What follows belongs to an exercise in optimizing a design on an open flow for small area and a short achievable clock period; a production flow would make more cautious choices. In this exercise RTL edits were held to simulation tests only and were not proved equivalent to the original.

==> flow/config.mk <==
export PLATFORM = sky130hd
export DESIGN_NAME = vga_style_pipe
export DESIGN_NICKNAME = vga_style_pipe
export VERILOG_FILES = /design/flow/design.v
export SDC_FILE = /design/flow/constraint.sdc
export NUM_CORES = 4
export LEC_CHECK = 0
export ABC_AREA = 1
export CAP_MARGIN = 20
export CORE_MARGIN = 2
export CORE_UTILIZATION = 40
export CTS_BUF_LIST = sky130_fd_sc_hd__clkbuf_8 sky130_fd_sc_hd__clkbuf_16
export CTS_CLUSTER_DIAMETER = 100
export CTS_CLUSTER_SIZE = 30
export PLACE_DENSITY = 0.6
export SLEW_MARGIN = 20
==> flow/constraint.sdc <==
create_clock -name core_clock -period 180.0 [get_ports {iCLK}]
set_input_delay 36.0000 -clock core_clock [delete_from_list [all_inputs] [get_ports {iCLK}]]
set_output_delay 36.0000 -clock core_clock [all_outputs]
set_load 0.01 [all_outputs]
==> flow/design.v <==
module EdgeGray(
	input  [7:0] ig00, ig01, ig02, ig10, ig11, ig12, ig20, ig21, ig22,
	output [7:0] oEdgeGray
);
wire [63:0] w = {ig22, ig21, ig20, ig12, ig10, ig02, ig01, ig00};
wire [7:0]  ad [0:7];
wire [7:0]  sg;
genvar i;
generate for (i = 0; i < 8; i = i + 1) begin : g
	wire [7:0] d;
	wire       ge;
	SUBR #(8) sub(.a(w[8*i+7:8*i]), .b(ig11), .d(d), .ge(ge));
	assign sg[i] = ~ge;
	assign ad[i] = d ^ {8{~ge}};
end endgenerate
wire [8:0]  s01, s23, s45, s67;
wire [9:0]  s03, s47;
wire [10:0] s07, t;
RCA #(8)  a01(.a(ad[0]), .b(ad[1]), .ci(sg[0]), .s(s01[7:0]), .co(s01[8]));
RCA #(8)  a23(.a(ad[2]), .b(ad[3]), .ci(sg[1]), .s(s23[7:0]), .co(s23[8]));
RCA #(8)  a45(.a(ad[4]), .b(ad[5]), .ci(sg[2]), .s(s45[7:0]), .co(s45[8]));
RCA #(8)  a67(.a(ad[6]), .b(ad[7]), .ci(sg[3]), .s(s67[7:0]), .co(s67[8]));
RCA #(9)  a03(.a(s01), .b(s23), .ci(sg[4]), .s(s03[8:0]), .co(s03[9]));
RCA #(9)  a47(.a(s45), .b(s67), .ci(sg[5]), .s(s47[8:0]), .co(s47[9]));
RCA #(10) a07(.a(s03), .b(s47), .ci(sg[6]), .s(s07[9:0]), .co(s07[10]));
RCA #(11) fin(.a(s07), .b(11'd0), .ci(sg[7]), .s(t), .co());
wire [9:0] otmp = t[10:1];
wire [7:0] mid = otmp[7:0] - 8'd27;
assign oEdgeGray = (otmp > 10'd90) ? 8'd255 : (otmp < 10'd27) ? 8'd0 : {mid[5:0], 2'b00};
endmodule
module SobelEdgeGray(
	input  [7:0] ig00, ig01, ig02, ig10, ig11, ig12, ig20, ig21, ig22,
	output [7:0] oEdgeGray,
	output [7:0] oGauss
);
wire [8:0] s28, s06, s02, s68;
RCA #(8) u28(.a(ig02), .b(ig22), .ci(1'b0), .s(s28[7:0]), .co(s28[8]));
RCA #(8) u06(.a(ig00), .b(ig20), .ci(1'b0), .s(s06[7:0]), .co(s06[8]));
RCA #(8) u02(.a(ig00), .b(ig02), .ci(1'b0), .s(s02[7:0]), .co(s02[8]));
RCA #(8) u68(.a(ig20), .b(ig22), .ci(1'b0), .s(s68[7:0]), .co(s68[8]));
wire [9:0] t1, t2, t3, t4;
assign t1[0] = s28[0]; RCA #(8) u1(.a(s28[8:1]), .b(ig12), .ci(1'b0), .s(t1[8:1]), .co(t1[9]));
assign t2[0] = s06[0]; RCA #(8) u2(.a(s06[8:1]), .b(ig10), .ci(1'b0), .s(t2[8:1]), .co(t2[9]));
assign t3[0] = s68[0]; RCA #(8) u3(.a(s68[8:1]), .b(ig21), .ci(1'b0), .s(t3[8:1]), .co(t3[9]));
assign t4[0] = s02[0]; RCA #(8) u4(.a(s02[8:1]), .b(ig01), .ci(1'b0), .s(t4[8:1]), .co(t4[9]));
wire [9:0] gx, gy;
wire       px, py;
SUBR #(10) ux(.a(t1), .b(t2), .d(gx), .ge(px));
SUBR #(10) uy(.a(t3), .b(t4), .d(gy), .ge(py));
wire [10:0] s0, s;
RCA #(10) ua(.a(gx ^ {10{~px}}), .b(gy ^ {10{~py}}), .ci(~px), .s(s0[9:0]), .co(s0[10]));
RCA #(11) ub(.a(s0), .b(11'd0), .ci(~py), .s(s), .co());
assign oEdgeGray = s[10:9] != 2'b00 ? 8'd255 : s[8:1];
wire [10:0] g1;
RCA #(10) ug1(.a(t3), .b(t4), .ci(1'b0), .s(g1[9:0]), .co(g1[10]));
wire [8:0] e35;
RCA #(8) ug2(.a(ig10), .b(ig12), .ci(1'b0), .s(e35[7:0]), .co(e35[8]));
wire [10:0] g2;
RCA #(10) ug3(.a(g1[10:1]), .b({1'b0, e35}), .ci(1'b0), .s(g2[9:0]), .co(g2[10]));
wire [9:0] g3;
RCA #(10) ug4(.a(g2[10:1]), .b({2'b00, ig11}), .ci(1'b0), .s(g3), .co());
assign oGauss = g3[9:2];
endmodule
module RGB2HSI(
	input  [7:0] iR,
	input  [7:0] iG,
	input  [7:0] iB,
	input  [9:0] iSum,
	input  [9:0] iSum3,
	output [8:0] Hue,
	output [7:0] Saturation,
	output [7:0] Intensity
);
assign Intensity = iSum3[7:0];
wire [7:0] unused0, unused1, unused2, unused3;
wire b_le_r, b_le_g, r_le_g, r_le_b;
SUBR #(8) c0(.a(iR), .b(iB), .d(unused0), .ge(b_le_r));
SUBR #(8) c1(.a(iG), .b(iB), .d(unused1), .ge(b_le_g));
SUBR #(8) c2(.a(iG), .b(iR), .d(unused2), .ge(r_le_g));
SUBR #(8) c3(.a(iB), .b(iR), .d(unused3), .ge(r_le_b));
wire b_sel = b_le_r & b_le_g;
wire r_sel = !b_sel & r_le_g & r_le_b;
wire [7:0] mn = b_sel ? iB : r_sel ? iR : iG;
wire [7:0] a  = b_sel ? iG : r_sel ? iB : iR;
wire [7:0] dn;
wire       unused4;
SUBR #(8) c4(.a(a), .b(mn), .d(dn), .ge(unused4));
wire [9:0] mn3;
assign mn3[0] = mn[0];
RCA #(8) m3(.a(mn), .b({1'b0, mn[7:1]}), .ci(1'b0), .s(mn3[8:1]), .co(mn3[9]));
wire [9:0] den;
wire       unused5;
SUBR #(10) c5(.a(iSum), .b(mn3), .d(den), .ge(unused5));
wire [14:0] num;
wire        unused6;
assign num[2:0] = 3'd0;
SUBR #(12) c6(.a({dn, 4'd0}), .b({4'd0, dn}), .d(num[14:3]), .ge(unused6));
wire [6:0] hq;
wire [8:0] hr;
DIVR #(15, 9, 7) hdiv(.x(num), .d(den[8:0]), .q(hq), .r(hr));
wire all_eq = (den == 10'd0);
wire [8:0] hoff = b_sel ? 9'd0 : r_sel ? 9'd120 : 9'd240;
wire [8:0] hsum;
RCA #(9) ho(.a({2'b00, hq}), .b(hoff), .ci(1'b0), .s(hsum), .co());
assign Hue = all_eq ? 9'd0 : hsum;
wire [17:0] sn;
wire        unused7;
SUBR #(18) c7(.a({mn3, 8'd0}), .b({8'd0, mn3}), .d(sn), .ge(unused7));
wire [7:0] sq;
wire [9:0] sr;
DIVR #(18, 10, 8) sdiv(.x(sn), .d(iSum), .q(sq), .r(sr));
assign Saturation = (iSum == 10'd0) ? 8'd0 : ~sq;
endmodule
module HSI2HSI_ALL(
	input  [8:0] iH,
	input  [7:0] iS,
	input  [7:0] iI,
	input        sw_H, sw_H1, sw_H2, sw_H3,
	input        sw_S, sw_S1, sw_S2, sw_S3,
	input        sw_I, sw_I1, sw_I2, sw_I3,
	output [8:0] oH,
	output [7:0] oS,
	output [7:0] oI
);
wire [1:0]  hc = {sw_H2, sw_H3};
wire [5:0]  L  = sw_H1 ? (6'd10 + {hc, 3'b000} + {hc, 1'b0}) : (6'd40 - {hc, 3'b000} - {hc, 1'b0});
wire [9:0]  t1, t2;
RCA  #(10) ut1(.a({1'b0, iH}), .b({4'd0, L}), .ci(1'b0), .s(t1), .co());
wire unused0;
SUBR #(10) ut2(.a({1'b0, iH}), .b({4'd0, L}), .d(t2), .ge(unused0));
wire        t2n = t2[9];
wire [8:0]  w_up, w_dn;
RCA  #(9) uw1(.a(t2[8:0]), .b(9'd360), .ci(1'b0), .s(w_up), .co());
RCA  #(9) uw2(.a(t1[8:0]), .b(9'd152), .ci(1'b0), .s(w_dn), .co());
wire        mid = (iH > 9'd60) && (iH <= 9'd240);
reg  [8:0]  h_adj;
always @(*) begin
	if (!sw_H1) begin
		if (mid)            h_adj = (t1 > 10'd240) ? 9'd240 : t1[8:0];
		else if (t2n)       h_adj = w_up;
		else if ((iH > 9'd60) && (t2 < 10'd240)) h_adj = 9'd240;
		else                h_adj = t2[8:0];
	end else begin
		if (mid)            h_adj = (t2n || t2 < 10'd60) ? 9'd60 : t2[8:0];
		else if (t1 > 10'd360) h_adj = w_dn;
		else if ((t1 > 10'd60) && (iH < 9'd240)) h_adj = 9'd60;
		else                h_adj = t1[8:0];
	end
end
assign oH = sw_H ? h_adj : iH;
function [7:0] pick_m(input [7:0] x, input [1:0] idx, input [6:0] s23);
	case (idx)
		2'd0: pick_m = {1'b0, x[7:1]};
		2'd1: pick_m = {1'b0, s23};
		2'd2: pick_m = {2'b00, x[7:2]};
		default: pick_m = {3'b000, x[7:3]};
	endcase
endfunction
wire [2:0] sc  = {sw_S1, sw_S2, sw_S3};
wire [1:0] sid = sc[2] ? ~sc[1:0] : sc[1:0];
wire [2:0] sn  = 3'd4 - {1'b0, sid};           
wire [6:0] s_s23;
RCA #(6) us23(.a(iS[7:2]), .b({1'b0, iS[7:3]}), .ci(1'b0), .s(s_s23[5:0]), .co(s_s23[6]));
wire [7:0] s_m = pick_m(iS, sid, s_s23);
wire s_lo  = ~iS[7];                               
wire s_A   = (iS > 8'd32) && (iS <= 8'd128);
wire s_B   = (iS > 8'd128) && (iS < 8'd224);
reg        s_plus, s_zero, s_keep;
reg [8:0]  s_k;
always @(*) begin
	s_zero = 1'b0; s_keep = 1'b0; s_plus = 1'b0; s_k = 9'd0;
	if (!sc[2]) begin
		if (s_lo) begin
			s_plus = (sc == 3'd0); s_zero = (sc == 3'd0);
		end else begin
			s_plus = 1'b1; s_k = -{1'b0, sn, 5'd0};       
		end
	end else begin
		if (s_A)      begin s_plus = 1'b1; s_k = -{4'd0, sn, 2'd0}; end     
		else if (s_B) begin
			s_plus = 1'b0;                                                       
			case (sid)
				2'd0: s_k = 9'd112; 2'd1: s_k = 9'd84; 2'd2: s_k = 9'd56; default: s_k = 9'd28;
			endcase
		end
		else          s_keep = 1'b1;
	end
end
wire [8:0] s_base = s_zero ? 9'd0 : {1'b0, iS};
wire [8:0] s_t, s_u;
RCA #(9) us1(.a(s_base), .b({1'b0, s_m} ^ {9{~s_plus}}), .ci(~s_plus), .s(s_t), .co());
RCA #(9) us2(.a(s_t), .b(s_k), .ci(1'b0), .s(s_u), .co());
wire [7:0] s_adj = s_keep ? iS : s_u[8] ? 8'd255 : s_u[7:0];
assign oS = sw_S ? s_adj : iS;
wire [2:0] ic  = {sw_I1, sw_I2, sw_I3};
wire [1:0] iid = ic[2] ? ~ic[1:0] : ic[1:0];
wire [2:0] inn = 3'd4 - {1'b0, iid};
wire [6:0] i_s23;
RCA #(6) ui23(.a(iI[7:2]), .b({1'b0, iI[7:3]}), .ci(1'b0), .s(i_s23[5:0]), .co(i_s23[6]));
wire [7:0] i_m = pick_m(iI, iid, i_s23);
wire i_lo  = (iI < 8'd64);
wire i_mid = !i_lo && (iI < 8'd192);
wire i_hi  = !i_lo && !i_mid;
wire i_zero = (ic == 3'd0 && i_mid) || (ic == 3'd7 && !i_mid);
wire i_plus = i_zero | (ic[2] ? i_mid : !i_mid);
wire [8:0] i_k16 = {2'b00, inn, 4'd0};
wire [8:0] i_k32 = {1'b0, inn, 5'd0};
wire [8:0] i_k = i_lo ? 9'd0 : i_mid ? (ic[2] ? -i_k16 : i_k16) : (ic[2] ? i_k32 : -i_k32);
wire [8:0] i_base = i_zero ? 9'd0 : {1'b0, iI};
wire [8:0] i_t, i_u;
RCA #(9) ui1(.a(i_base), .b({1'b0, i_m} ^ {9{~i_plus}}), .ci(~i_plus), .s(i_t), .co());
RCA #(9) ui2(.a(i_t), .b(i_k), .ci(1'b0), .s(i_u), .co());
wire [7:0] i_adj = i_u[8] ? 8'd255 : i_u[7:0];
assign oI = sw_I ? i_adj : iI;
endmodule
module HSI2RGB_A(
	input  [8:0]  iH,
	input  [7:0]  iS,
	input  [7:0]  iI,
	output [19:0] oY,      
	output [7:0]  oMin,
	output [8:0]  oA,      
	output [1:0]  oReg     
);
wire [15:0] IS;
MULU #(8, 8) m1(.a(iS), .b(iI), .p(IS));
wire [15:0] t255;
RCA #(16) d1(.a(IS), .b({8'd0, IS[15:8]}), .ci(1'b1), .s(t255), .co());
wire [7:0] q255 = t255[15:8];
wire unused0;
SUBR #(8) mn(.a(iI), .b(q255), .d(oMin), .ge(unused0));
wire [7:0] r;
RCA #(8) rr(.a(IS[7:0]), .b(q255), .ci(1'b0), .s(r), .co());
wire r85 = (r >= 8'd85), r170 = (r >= 8'd170);
RCA #(9) aa(.a({1'b0, q255}), .b({q255, r170}), .ci(r85), .s(oA), .co());
wire [7:0] b;
wire unused1;
SUBR #(8) bb(.a(r), .b(r170 ? 8'd170 : r85 ? 8'd85 : 8'd0), .d(b), .ge(unused1));
wire k1 = (iH >= 9'd120), k2 = (iH >= 9'd240);
assign oReg = {k2, k1 & ~k2};
wire [8:0] hh;
wire unused2;
SUBR #(9) hs(.a(iH), .b(k2 ? 9'd240 : k1 ? 9'd120 : 9'd0), .d(hh), .ge(unused2));
wire [22:0] ISh;
MULU #(16, 7) m2(.a(IS), .b(hh[6:0]), .p(ISh));
wire [7:0] kb = k2 ? {b[6:0], 1'b0} : k1 ? b : 8'd0;
wire [11:0] z;
wire unused3;
SUBR #(12) zz(.a({kb, 4'd0}), .b({4'd0, kb}), .d(z), .ge(unused3));
RCA #(20) yy(.a(ISh[22:3]), .b({8'd0, z}), .ci(1'b0), .s(oY), .co());
endmodule
module HSI2RGB(
	input  [19:0] iY,
	input  [7:0]  iMin,
	input  [8:0]  iA,
	input  [1:0]  iReg,
	output [7:0]  Red,
	output [7:0]  Green,
	output [7:0]  Blue
);
wire [20:0] t;
RCA #(20) q1(.a(iY), .b({8'd0, iY[19:8]}), .ci(1'b0), .s(t[19:0]), .co(t[20]));
wire [20:0] u255;
RCA #(21) q2(.a(t), .b({16'd0, t[20:16]}), .ci(1'b1), .s(u255), .co());
wire [11:0] y255 = u255[19:8];
wire [11:0] q12;
DIV5 #(12) q3(.x(y255), .q(q12));
wire [9:0] q = q12[9:0];
wire [8:0] m = {1'b0, iMin};
wire [8:0] ma, u, v;
RCA  #(9) u1(.a(m), .b(iA), .ci(1'b0), .s(ma), .co());
wire unused0;
SUBR #(9) u2(.a(ma), .b(q[8:0]), .d(u), .ge(unused0));
RCA  #(9) u3(.a(m), .b(q[8:0]), .ci(1'b0), .s(v), .co());
wire [7:0] uc = u[8] ? 8'd255 : u[7:0];
wire [7:0] vc = v[8] ? 8'd255 : v[7:0];
assign Red   = iReg[1] ? vc    : iReg[0] ? iMin : uc;
assign Green = iReg[1] ? iMin  : iReg[0] ? uc   : vc;
assign Blue  = iReg[1] ? uc    : iReg[0] ? vc   : iMin;
endmodule
module GAU_RGB(
	input  [7:0] iR, iG, iB,
	input  [9:0] iSum,
	input  [7:0] gray,
	input        edg,
	output [9:0] oDiff,
	input  [9:0] iD3,
	output [7:0] oR, oG, oB
);
wire [9:0] sum_g;
assign sum_g[0] = gray[0];
RCA #(8) u3(.a(gray), .b({1'b0, gray[7:1]}), .ci(1'b0), .s(sum_g[8:1]), .co(sum_g[9]));
wire [9:0] df;
wire       ge;    
SUBR #(10) us(.a(iSum), .b(sum_g), .d(df), .ge(ge));
wire [9:0] diff0 = df ^ {10{~ge}};
wire [9:0] diff;
RCA #(10) un(.a(diff0), .b(10'd0), .ci(~ge), .s(diff), .co());
assign oDiff = diff;
wire [9:0] d3 = iD3;
wire       dn = ge & (df != 10'd0);    
wire [2:0] qR, qG, qB;
GAU_Q qr(.c(iR), .d(d3[7:0]), .dn(dn), .q(qR));
GAU_Q qg(.c(iG), .d(d3[7:0]), .dn(dn), .q(qG));
GAU_Q qb(.c(iB), .d(d3[7:0]), .dn(dn), .q(qB));
COLOR_QUAN cq(.qR(qR), .qG(qG), .qB(qB), .edg(edg), .oR(oR), .oG(oG), .oB(oB));
endmodule
module GAU_Q(
	input  [7:0] c,
	input  [7:0] d,
	input        dn,
	output [2:0] q
);
wire [7:0] s;
wire       co;
RCA #(8) u(.a(c), .b(d ^ {8{dn}}), .ci(dn), .s(s), .co(co));
wire neg = dn & ~co;
wire [8:0] u9 = {co & ~dn, s};
assign q = neg             ? 3'd0 :
           (u9 >= 9'd204)  ? 3'd7 :
           (u9 >= 9'd172)  ? 3'd6 :
           (u9 >= 9'd140)  ? 3'd5 :
           (u9 >= 9'd128)  ? 3'd4 :
           (u9 >= 9'd116)  ? 3'd3 :
           (u9 >= 9'd84)   ? 3'd2 :
           (u9 >= 9'd52)   ? 3'd1 : 3'd0;
endmodule
module Blend(
	input  [7:0] iR, iG, iB,
	input        iEdge,      
	output [7:0] oR, oG, oB
);
wire [8:0] s1;
wire [9:0] sum;
RCA #(8) a1(.a(iR), .b(iG), .ci(1'b0), .s(s1[7:0]), .co(s1[8]));
RCA #(9) a2(.a(s1), .b({1'b0, iB}), .ci(1'b0), .s(sum[8:0]), .co(sum[9]));
wire dark = (sum < 10'd384);
wire [7:0] ur, ug, ub;
wire cr, cg, cb;
RCA #(8) br(.a(iR), .b(8'hFF), .ci(1'b0), .s(ur), .co(cr));
RCA #(8) bg(.a(iG), .b(8'hFF), .ci(1'b0), .s(ug), .co(cg));
RCA #(8) bb(.a(iB), .b(8'hFF), .ci(1'b0), .s(ub), .co(cb));
assign oR = !iEdge ? iR : dark ? {1'b0, iR[7:1]} : {cr, ur[7:1]};
assign oG = !iEdge ? iG : dark ? {1'b0, iG[7:1]} : {cg, ug[7:1]};
assign oB = !iEdge ? iB : dark ? {1'b0, iB[7:1]} : {cb, ub[7:1]};
endmodule
module COLOR_QUAN(
	input  [2:0] qR, qG, qB,
	input        edg,
	output [7:0] oR, oG, oB
);
function [7:0] lvl(input [2:0] q, input e);
	case ({e, q})
		4'b0000: lvl = 8'd32;  4'b0001: lvl = 8'd64;  4'b0010: lvl = 8'd96;  4'b0011: lvl = 8'd128;
		4'b0100: lvl = 8'd160; 4'b0101: lvl = 8'd192; 4'b0110: lvl = 8'd224; 4'b0111: lvl = 8'd255;
		4'b1000: lvl = 8'd8;   4'b1001: lvl = 8'd16;  4'b1010: lvl = 8'd24;  4'b1011: lvl = 8'd224;
		4'b1100: lvl = 8'd232; 4'b1101: lvl = 8'd240; 4'b1110: lvl = 8'd248; default: lvl = 8'd255;
	endcase
endfunction
assign oR = lvl(qR, edg);
assign oG = lvl(qG, edg);
assign oB = lvl(qB, edg);
endmodule
module Gray_Level(iRed, iGreen, iBlue, ogray);
    input  [7:0] iRed;
    input  [7:0] iGreen;
    input  [7:0] iBlue;
    output [7:0] ogray;
    wire   [8:0] s1;
    wire   [9:0] s, q;
    RCA #(8) a1(.a(iRed), .b(iGreen), .ci(1'b0), .s(s1[7:0]), .co(s1[8]));
    RCA #(9) a2(.a(s1), .b({1'b0, iBlue}), .ci(1'b0), .s(s[8:0]), .co(s[9]));
    DIV3 #(10) d(.x(s), .q(q));
    assign ogray = q[7:0];
endmodule
module RCA #(parameter N = 8) (
	input  [N-1:0] a,
	input  [N-1:0] b,
	input          ci,
	output [N-1:0] s,
	output         co
);
wire [N:0] c;
assign c[0] = ci;
genvar i;
generate for (i = 0; i < N; i = i + 1) begin : bit_
	assign s[i]   = a[i] ^ b[i] ^ c[i];
	assign c[i+1] = (a[i] & b[i]) | (a[i] & c[i]) | (b[i] & c[i]);
end endgenerate
assign co = c[N];
endmodule
module SUBR #(parameter N = 8) (
	input  [N-1:0] a,
	input  [N-1:0] b,
	output [N-1:0] d,
	output         ge
);
RCA #(N) u(.a(a), .b(~b), .ci(1'b1), .s(d), .co(ge));
endmodule
module DIVR #(parameter NN = 16, parameter ND = 8, parameter NQ = 8) (
	input  [NN-1:0] x,
	input  [ND-1:0] d,
	output [NQ-1:0] q,
	output [ND-1:0] r
);
wire [ND-1:0] rem [0:NQ];
assign rem[NQ] = x[NN-1:NQ];
genvar j;
generate for (j = NQ - 1; j >= 0; j = j - 1) begin : st
	wire [ND:0] t = {rem[j+1], x[j]};
	wire [ND:0] df;
	wire        ge;
	SUBR #(ND + 1) s(.a(t), .b({1'b0, d}), .d(df), .ge(ge));
	assign q[j]   = ge;
	assign rem[j] = ge ? df[ND-1:0] : t[ND-1:0];
end endgenerate
assign r = rem[0];
endmodule
module DIV3 #(parameter N = 10) (
	input  [N-1:0] x,
	output [N-1:0] q
);
wire [N:0] r1, r0;
assign r1[N] = 1'b0;
assign r0[N] = 1'b0;
genvar j;
generate for (j = N - 1; j >= 0; j = j - 1) begin : st
	assign q[j]  = r1[j+1] | (r0[j+1] & x[j]);
	assign r1[j] = x[j] ? r1[j+1] : r0[j+1];
	assign r0[j] = x[j] ? ~(r1[j+1] | r0[j+1]) : r1[j+1];
end endgenerate
endmodule
module DIV5 #(parameter N = 12) (
	input  [N-1:0] x,
	output [N-1:0] q
);
wire [2:0] r [0:N];
assign r[N] = 3'd0;
genvar j;
generate for (j = N - 1; j >= 0; j = j - 1) begin : st
	wire [3:0] t = {r[j+1], x[j]};     
	assign q[j] = (t >= 4'd5);
	assign r[j] = (t >= 4'd5) ? t[2:0] - 3'd5 : t[2:0];
end endgenerate
endmodule
module MULU #(parameter NA = 8, parameter NB = 8) (
	input  [NA-1:0]    a,
	input  [NB-1:0]    b,
	output [NA+NB-1:0] p
);
wire [NA-1:0] acc [0:NB-1];
wire          cy  [0:NB-1];
assign acc[0] = a & {NA{b[0]}};
assign cy[0]  = 1'b0;
assign p[0]   = acc[0][0];
genvar i;
generate for (i = 1; i < NB; i = i + 1) begin : row
	wire [NA-1:0] s;
	wire          co;
	RCA #(NA) u(.a({cy[i-1], acc[i-1][NA-1:1]}), .b(a & {NA{b[i]}}), .ci(1'b0), .s(s), .co(co));
	assign acc[i] = s;
	assign cy[i]  = co;
	assign p[i]   = s[0];
end endgenerate
assign p[NA+NB-1:NB] = {cy[NB-1], acc[NB-1][NA-1:1]};
endmodule
module RGB2RGB_TEMP(
	input  [7:0] iR, iG, iB,
	input        sw_T, sw_T1, sw_T2, sw_T3,
	output [7:0] oR, oG, oB
);
wire [1:0] c = {sw_T2, sw_T3};
wire [2:0] n = sw_T1 ? {1'b0, c} + 3'd1 : 3'd4 - {1'b0, c};
wire [4:0] L = {2'b00, n} + {1'b0, n, 1'b0};
wire [7:0] rg_d = {3'b000, L};
wire [7:0] b_d  = {2'b00, L, 1'b0};
wire rg_add = sw_T1, b_add = ~sw_T1;
wire [7:0] sr, sg, sb;
wire cr, cg, cb;
RCA #(8) ar(.a(iR), .b(rg_d ^ {8{~rg_add}}), .ci(~rg_add), .s(sr), .co(cr));
RCA #(8) ag(.a(iG), .b(rg_d ^ {8{~rg_add}}), .ci(~rg_add), .s(sg), .co(cg));
RCA #(8) ab(.a(iB), .b(b_d ^ {8{~b_add}}),   .ci(~b_add),  .s(sb), .co(cb));
function [7:0] sat(input [7:0] s, input co, input add);
	sat = add ? (co ? 8'd255 : s) : (co ? s : 8'd0);
endfunction
assign oR = !sw_T ? iR : sat(sr, cr, rg_add);
assign oG = !sw_T ? iG : sat(sg, cg, rg_add);
assign oB = !sw_T ? iB : sat(sb, cb, b_add);
endmodule
module vga_style_pipe(
	input             iCLK,
	input             iRST_N,
	input      [7:0]  iR,
	input      [7:0]  iG,
	input      [7:0]  iB,
	input      [7:0]  iW0,
	input      [7:0]  iW1,
	input      [7:0]  iW2,
	input      [7:0]  iW3,
	input      [7:0]  iW4,
	input      [7:0]  iW5,
	input      [7:0]  iW6,
	input      [7:0]  iW7,
	input      [7:0]  iW8,
	input      [2:0]  iSTYLE,
	input      [3:0]  iH_CTRL,
	input      [3:0]  iS_CTRL,
	input      [3:0]  iI_CTRL,
	input      [3:0]  iT_CTRL,
	input             iEdge,
	input             iPic,
	input      [7:0]  ikeypxl,
	input             ikey_valid,
	output reg [7:0]  oR,
	output reg [7:0]  oG,
	output reg [7:0]  oB
);
reg [7:0] p0_r, p0_g, p0_b;
reg [7:0] w0, w1, w2, w3, w4, w5, w6, w7, w8;
reg [2:0] sty0;
reg [3:0] hc0, sc0, ic0, tc0;
reg       edge0, pic0, kv0;
reg [7:0] kp0;
always @(posedge iCLK) begin
	p0_r <= iR; p0_g <= iG; p0_b <= iB;
	w0 <= iW0; w1 <= iW1; w2 <= iW2; w3 <= iW3; w4 <= iW4;
	w5 <= iW5; w6 <= iW6; w7 <= iW7; w8 <= iW8;
	sty0 <= iSTYLE; hc0 <= iH_CTRL; sc0 <= iS_CTRL; ic0 <= iI_CTRL; tc0 <= iT_CTRL;
	edge0 <= iEdge; pic0 <= iPic; kv0 <= ikey_valid; kp0 <= ikeypxl;
end
reg [2:0] vcnt;
always @(posedge iCLK or negedge iRST_N) begin
	if (!iRST_N)              vcnt <= 3'd0;
	else if (vcnt != 3'd7)    vcnt <= vcnt + 3'd1;
end
wire [4:0] sel = {tc0[0], pic0, edge0, sty0[1:0]};
wire is_edge = (sel == 5'b00100);
wire is_pic  = (sel == 5'b01000);
wire [7:0] e1, e2, gau;
EdgeGray      edge_gray(.ig00(w0), .ig01(w1), .ig02(w2), .ig10(w3), .ig11(w4),
	.ig12(w5), .ig20(w6), .ig21(w7), .ig22(w8), .oEdgeGray(e1));
SobelEdgeGray sobel_edge_gray(.ig00(w0), .ig01(w1), .ig02(w2), .ig10(w3), .ig11(w4),
	.ig12(w5), .ig20(w6), .ig21(w7), .ig22(w8), .oEdgeGray(e2), .oGauss(gau));
wire [8:0] fsum;
RCA #(8) fadd(.a(e1), .b(e2), .ci(1'b0), .s(fsum[7:0]), .co(fsum[8]));
wire [7:0] feat = fsum[8] ? 8'd255 : fsum[7:0];
wire       feat_sat = fsum[8] | (&fsum[7:0]);
wire [8:0] rg;
wire [9:0] rgb_sum;
RCA #(8) sadd1(.a(p0_r), .b(p0_g), .ci(1'b0), .s(rg[7:0]), .co(rg[8]));
RCA #(9) sadd2(.a(rg), .b({1'b0, p0_b}), .ci(1'b0), .s(rgb_sum[8:0]), .co(rgb_sum[9]));
wire [9:0] pic_diff, div3_in, div3_q;
assign div3_in = is_pic ? pic_diff : rgb_sum;
DIV3 #(10) div3(.x(div3_in), .q(div3_q));
wire [7:0] pic_r, pic_g, pic_b;
GAU_RGB gaus_rgb(.iR(p0_r), .iG(p0_g), .iB(p0_b), .iSum(rgb_sum), .gray(gau), .edg(feat_sat),
	.oDiff(pic_diff), .iD3(div3_q), .oR(pic_r), .oG(pic_g), .oB(pic_b));
wire [8:0] h_w;
wire [7:0] s_w, i_w;
RGB2HSI rgb2hsi(.iR(p0_r), .iG(p0_g), .iB(p0_b), .iSum(rgb_sum), .iSum3(div3_q), .Hue(h_w),
	.Saturation(s_w), .Intensity(i_w));
wire [8:0] h_x;
wire [7:0] s_x, ia_w;
HSI2HSI_ALL hsi_i(h_w, 8'd0, i_w, 1'b0, 1'b0, 1'b0, 1'b0, 1'b0, 1'b0, 1'b0, 1'b0,
	ic0[0], ic0[1], ic0[2], ic0[3], h_x, s_x, ia_w);
wire fin_w   = kv0 | is_edge | is_pic;
wire hsi_w   = hc0[0] | sc0[0] | ic0[0];
wire [23:0] fin_val = kv0 ? {kp0, kp0, kp0} : is_edge ? ~{feat, feat, feat} : {pic_b, pic_g, pic_r};
wire [3:0] post_w = fin_w ? 4'b0000 : (sel == 5'b00001) ? 4'b0001 : (sel == 5'b00010) ? 4'b0010 :
                    (sel == 5'b10000) ? {1'b1, tc0[3:1]} : 4'b0000;
reg        hsi1, blend1;
reg [24:0] d1;
reg [3:0]  hc1, sc1;
reg [3:0]  post1;
always @(posedge iCLK) begin
	hsi1   <= hsi_w & ~fin_w;
	d1     <= (hsi_w & ~fin_w) ? {h_w, s_w, ia_w} : {1'b0, fin_w ? fin_val : {p0_b, p0_g, p0_r}};
	hc1    <= hc0; sc1 <= sc0;
	blend1 <= sty0[2] & (e1 == 8'd255) & ~fin_w;
	post1  <= post_w;
end
wire [8:0] h2;
wire [7:0] s2, i2;
HSI2HSI_ALL hsh(d1[24:16], d1[15:8], d1[7:0], hc1[0], hc1[1], hc1[2], hc1[3],
	sc1[0], sc1[1], sc1[2], sc1[3], 1'b0, 1'b0, 1'b0, 1'b0, h2, s2, i2);
wire [19:0] pp;
wire [7:0]  pmin;
wire [8:0]  pis2;
wire [1:0]  preg;
HSI2RGB_A hsi2rgb_a(.iH(h2), .iS(s2), .iI(i2), .oY(pp), .oMin(pmin), .oA(pis2), .oReg(preg));
reg        hsi2, blend2;
reg [38:0] d2;
reg [3:0]  post2;
always @(posedge iCLK) begin
	hsi2   <= hsi1;
	d2     <= hsi1 ? {pp, pmin, pis2, preg} : {15'd0, d1[23:0]};
	blend2 <= blend1;
	post2  <= post1;
end
wire [7:0] x_r, x_g, x_b;
HSI2RGB hsi2rgb(.iY(d2[38:19]), .iMin(d2[18:11]), .iA(d2[10:2]), .iReg(d2[1:0]),
	.Red(x_r), .Green(x_g), .Blue(x_b));
wire [23:0] x3 = hsi2 ? {x_b, x_g, x_r} : d2[23:0];
wire [7:0] y_r, y_g, y_b;
Blend sharpener(.iR(x3[7:0]), .iG(x3[15:8]), .iB(x3[23:16]), .iEdge(blend2),
	.oR(y_r), .oG(y_g), .oB(y_b));
wire [7:0] gray;
Gray_Level gray_level(.iRed(y_r), .iGreen(y_g), .iBlue(y_b), .ogray(gray));
wire [7:0] t_r, t_g, t_b;
RGB2RGB_TEMP rgb_temp(.iR(y_r), .iG(y_g), .iB(y_b), .sw_T(1'b1), .sw_T1(post2[0]),
	.sw_T2(post2[1]), .sw_T3(post2[2]), .oR(t_r), .oG(t_g), .oB(t_b));
reg [23:0] z;
always @(*) begin
	if (post2[3])          z = {t_b, t_g, t_r};
	else if (post2[0])     z = {gray, gray, gray};
	else if (post2[1])     z = ~{y_b, y_g, y_r};
	else                   z = {y_b, y_g, y_r};
end
reg [23:0] d3, d4, d5, d6;
always @(posedge iCLK) begin
	d3 <= z;
	d4 <= d3;
	d5 <= d4;
	d6 <= d5;
end
always @(posedge iCLK or negedge iRST_N) begin
	if (!iRST_N) begin
		oR <= 8'd0;
		oG <= 8'd0;
		oB <= 8'd0;
	end else begin
		oR <= (vcnt == 3'd7) ? d6[7:0]   : 8'd0;
		oG <= (vcnt == 3'd7) ? d6[15:8]  : 8'd0;
		oB <= (vcnt == 3'd7) ? d6[23:16] : 8'd0;
	end
end
endmodule
==> flow/run.sh <==
#!/bin/bash
# synth_recipe.tcl (not shown) runs the flow's synth.tcl, then flattens the netlist and writes it again
# the make line also repeats each setting of config.mk as NAME=value (left out here)
make -C /OpenROAD-flow-scripts/flow DESIGN_CONFIG=/design/flow/config.mk WORK_HOME=/design/flow/orfs CLKGATE_MAP_FILE= SYNTH_SCRIPT=/design/flow/synth_recipe.tcl finish
==> results.py <==
metrics = {
    "routing": {
        "via_per_inst": 4.87,
        "wl_mm": 94.8,
        "vias": 28313,
        "drt_iter0_markers": 1795,
        "wl_per_cell_um": 16.3,
        "drc": 0,
        "drtPass1Iterations": 6,
        "final_antenna_net_count": 0,
    },
    "die": {
        "die_h_um": 316,
        "initial_core_util_pct": 40.3,
        "die_area_um2": 100000,
        "ios": 152,
        "core_area_um2": 96700,
        "die_w_um": 316,
        "placementRows": 114,
    },
    "synthesis": {
        "synth-edff-count": 0,
        "syn_area_per_cell_um2": 8.81,
        "synthesis.area_um2": 39000,
        "synth_cell_types": 67,
        "syn_nets": 5546,
        "synth_warnings": 10,
        "synthesis.instances": 4430,
        "yosysSeqAreaShare_pct": 17.4,
        "async_flop_share_pct": 8.11,
        "ys_ff_latch": 333,
        "ys.flop_type": "dfxtp_1",
    },
    "timing": {
        "clock_skew_ns": 0.0392,
        "fin_crit_ns": 37.49,
        "max_freq_ghz": 0.0267,
        "drv_slew": 0,
        "rsz0062_at_grt": "false",
        "slew_headroom_pct": 33.7,
        "worst_pin_slew_ns": 0.989,
        "fin_tns_setup_ns": 0,
        "post-route-period-util_pct": 20.8,
        "finalHoldViolCount": 0,
        "setup_viol": 0,
    },
    "layout": {
        "final_cell_mix": "inv_1 (920), nand2_1 (791), fa_1 (709)",
        "nFillCells": 9659,
        "final_common_cell": "inv_1",
        "finalNetCount": 5644,
        "syn2layout_area_growth_pct": 9.49,
        "antenna_cells": 0,
        "drive_above_1_share_pct": 4.07,
    },
    "job": {
        "cap_violations": 0,
    },
    "worst_setup_path": {
        "required_ns": 144.00,
        "reg2reg_to": "d1[8]",
        "cp_num_cells": 1,
        "cp_slowest_stage_delay_ns": 0.53,
        "crit_family": "buffers and inverters",
        "crit_type": "flip-flop to output port",
        "r2r_cells": 129,
        "r2r_slack_ns": 143.25,
        "crit_slowest_cell": "clkdlybuf4s50_1",
        "regToRegStartpoint": "p0_b[2]",
        "crit_path_max_fanout": 1,
        "arrival_ns": 1.49,
        "critPathLaunchType": "flip-flop",
        "cp_cell_sequence": "clkdlybuf4s50_1",
        "critPathCaptureType": "output port",
        "path_buf_inv": 1,
    },
    "global_route": {
        "grt_pass1_wl_mm": 156,
        "grt_max_degree": 56,
        "gr-total-overflow": 0,
        "grt_usage_pct": 19.8,
        "antenna_found_initial": 3,
        "first_global_vias": 29015,
    },
    "outcome": {
        "status": "timing/DRC/antenna clean",
    },
    "cts": {
        "cts_buffers": 21,
        "clock-root-buffer": "clkbuf_16",
        "cts_setup_buffers": 0,
        "clkSlewWorstSetupHoldPaths_ns": 0.11,
        "cts_tree": "yes",
        "cts_num_sinks": 333,
        "clockBufferDepth": 3,
        "holdBufCountCts": 0,
        "h-tree-depth": 1,
        "cts_resized": 0,
        "clkLatencyLatePin_ns": 0.62,
    },
    "placement": {
        "port-buffer-count": 151,
        "place.gp.congestion": 0.907,
        "post-dp-hpwl_mm": 82.0,
    },
    "hold_path": {
        "worstHoldStart": "d4[4]",
        "hold_path_class": "flip-flop to flip-flop",
        "worstHoldEndpoint": "d5[4]",
        "hold_depth": 0,
    },
}
## flip-flops by register name, summed over array words and instances, names as in the netlist, 24 cells and up
| signal | cells |
|---|---|
| d2 | 39 |
| d1 | 25 |
| d3 | 24 |
| d4 | 24 |
| d5 | 24 |
| d6 | 24 |
## area by class of cell
type                            count  area (um2)  area share, %
Sequential cell                   333        6800           15.9
Tap cell                         1276        1600           3.74
Clock inverter                     17         280          0.656
Clock buffer                       21         526           1.23
Inverter                          951        3570           8.37
Multi-Input combinational cell   3047       28200           66.1
Timing Repair Buffer              174        1680           3.94
## worst max path at each step
stage,startpoint,endpoint,slack (ns)
after CTS,oR[0],oR[0],142.44
after global placement,oB[4],oB[4],143.16
after floorplan,oB[0],oB[0],143.62
after global routing,p0_g[0],d1[8],141.44
final,oR[0],oR[0],142.51
after detailed placement,oR[0],oR[0],143.15
## per-stage QoR
| step | setup WS (ns) | hold slack [ns] | cell area, um2 | cells | utilization, % |
|---|---|---|---|---|---|
| 2_1_floorplan | 143.62 | 0.310 | 39000 | 4430 | - |
| 5_1_grt | 141.44 | 0.314 | 42700 | 5819 | 44.2 |
| 3_5_place_dp | 143.15 | 0.312 | 41900 | 5781 | 43.3 |
| 4_1_cts | 142.44 | 0.316 | 42700 | 5819 | 44.2 |
| 6_report | 142.51 | 0.313 | 42700 | 5819 | 44.2 |
| 3_3_place_gp | 143.16 | 0.311 | 41900 | 5781 | 43.3 |
## synth_stat cells (all sizes together), types with 10 or more instances
cell type  instances  area [um2]
a211oi            10        75.1
a21oi            134         674
a221oi            20         175
a22oi             17         128
a31oi             11        68.8
a32o              10         100
buf               14        85.1
clkbuf            85         319
dfrtp             27         676
dfxtp            306        6130
fa               709       14200
ha               279        3490
inv              945        3550
nand2            823        3200
nand3             80         463
nor2             271        1040
nor3              25         125
nor4              10        68.8
o211ai            32         240
o21ai            278        1440
o221ai            26         228
o22ai             38         238
or2               28         175
xnor2             61         534
xor2             109         955
## per-layer routing
layer	part of all wire [%]	GRT usage, %	wire length [um]
met3	4.7	2.01	4470
met4	2.4	4.64	2250
met1	43	25.8	40600
met5	0	0	0
met2	50	35.2	47500
## logic make-up (layout without fill, tap and decap cells)
family / count (synthesis) / in the layout / synth area share [%]
and+or+nand+nor: 1257 / 1257 / 13.4
buffers and inverters: 1050 / 1163 / 10.2
adders and majority gates: 991 / 991 / 45.4
AOI/OAI and AO/OA: 624 / 624 / 9.64
DFF: 333 / 333 / 17.4
xor gates and xnor gates: 170 / 170 / 3.82
muxes: 5 / 5 / 0.138

## afterwards: timing with drivers on the ports
In the flow no input, the clock included, has a driving cell. The finished layout below was timed again as built, in two steps.
Step 1, drivers: a clkbuf_16 drives iCLK and a buf_2 each remaining input, both assumed.
Step 2, shift: input delay + t, output delay - t, t = (earliest + latest rising clock arrival at the registers) / 2. This alone moves slack from input paths to output paths.
a / b / c = ideal / step 1 / step 2; a / b = the first two.
t (ns): 0.674
slack for setup (ns): 142.507 / 142.439 / 143.113
hold slack, ns: 0.313 / 0.313 / 0.313
worst setup path at the end: register to output
clock arrival spread, ns: 0.044 / 0.044
After both steps this run still meets setup and hold. For this run, drivers alone change the setup slack by -0.068 ns; drivers and shift together by +0.606 ns.
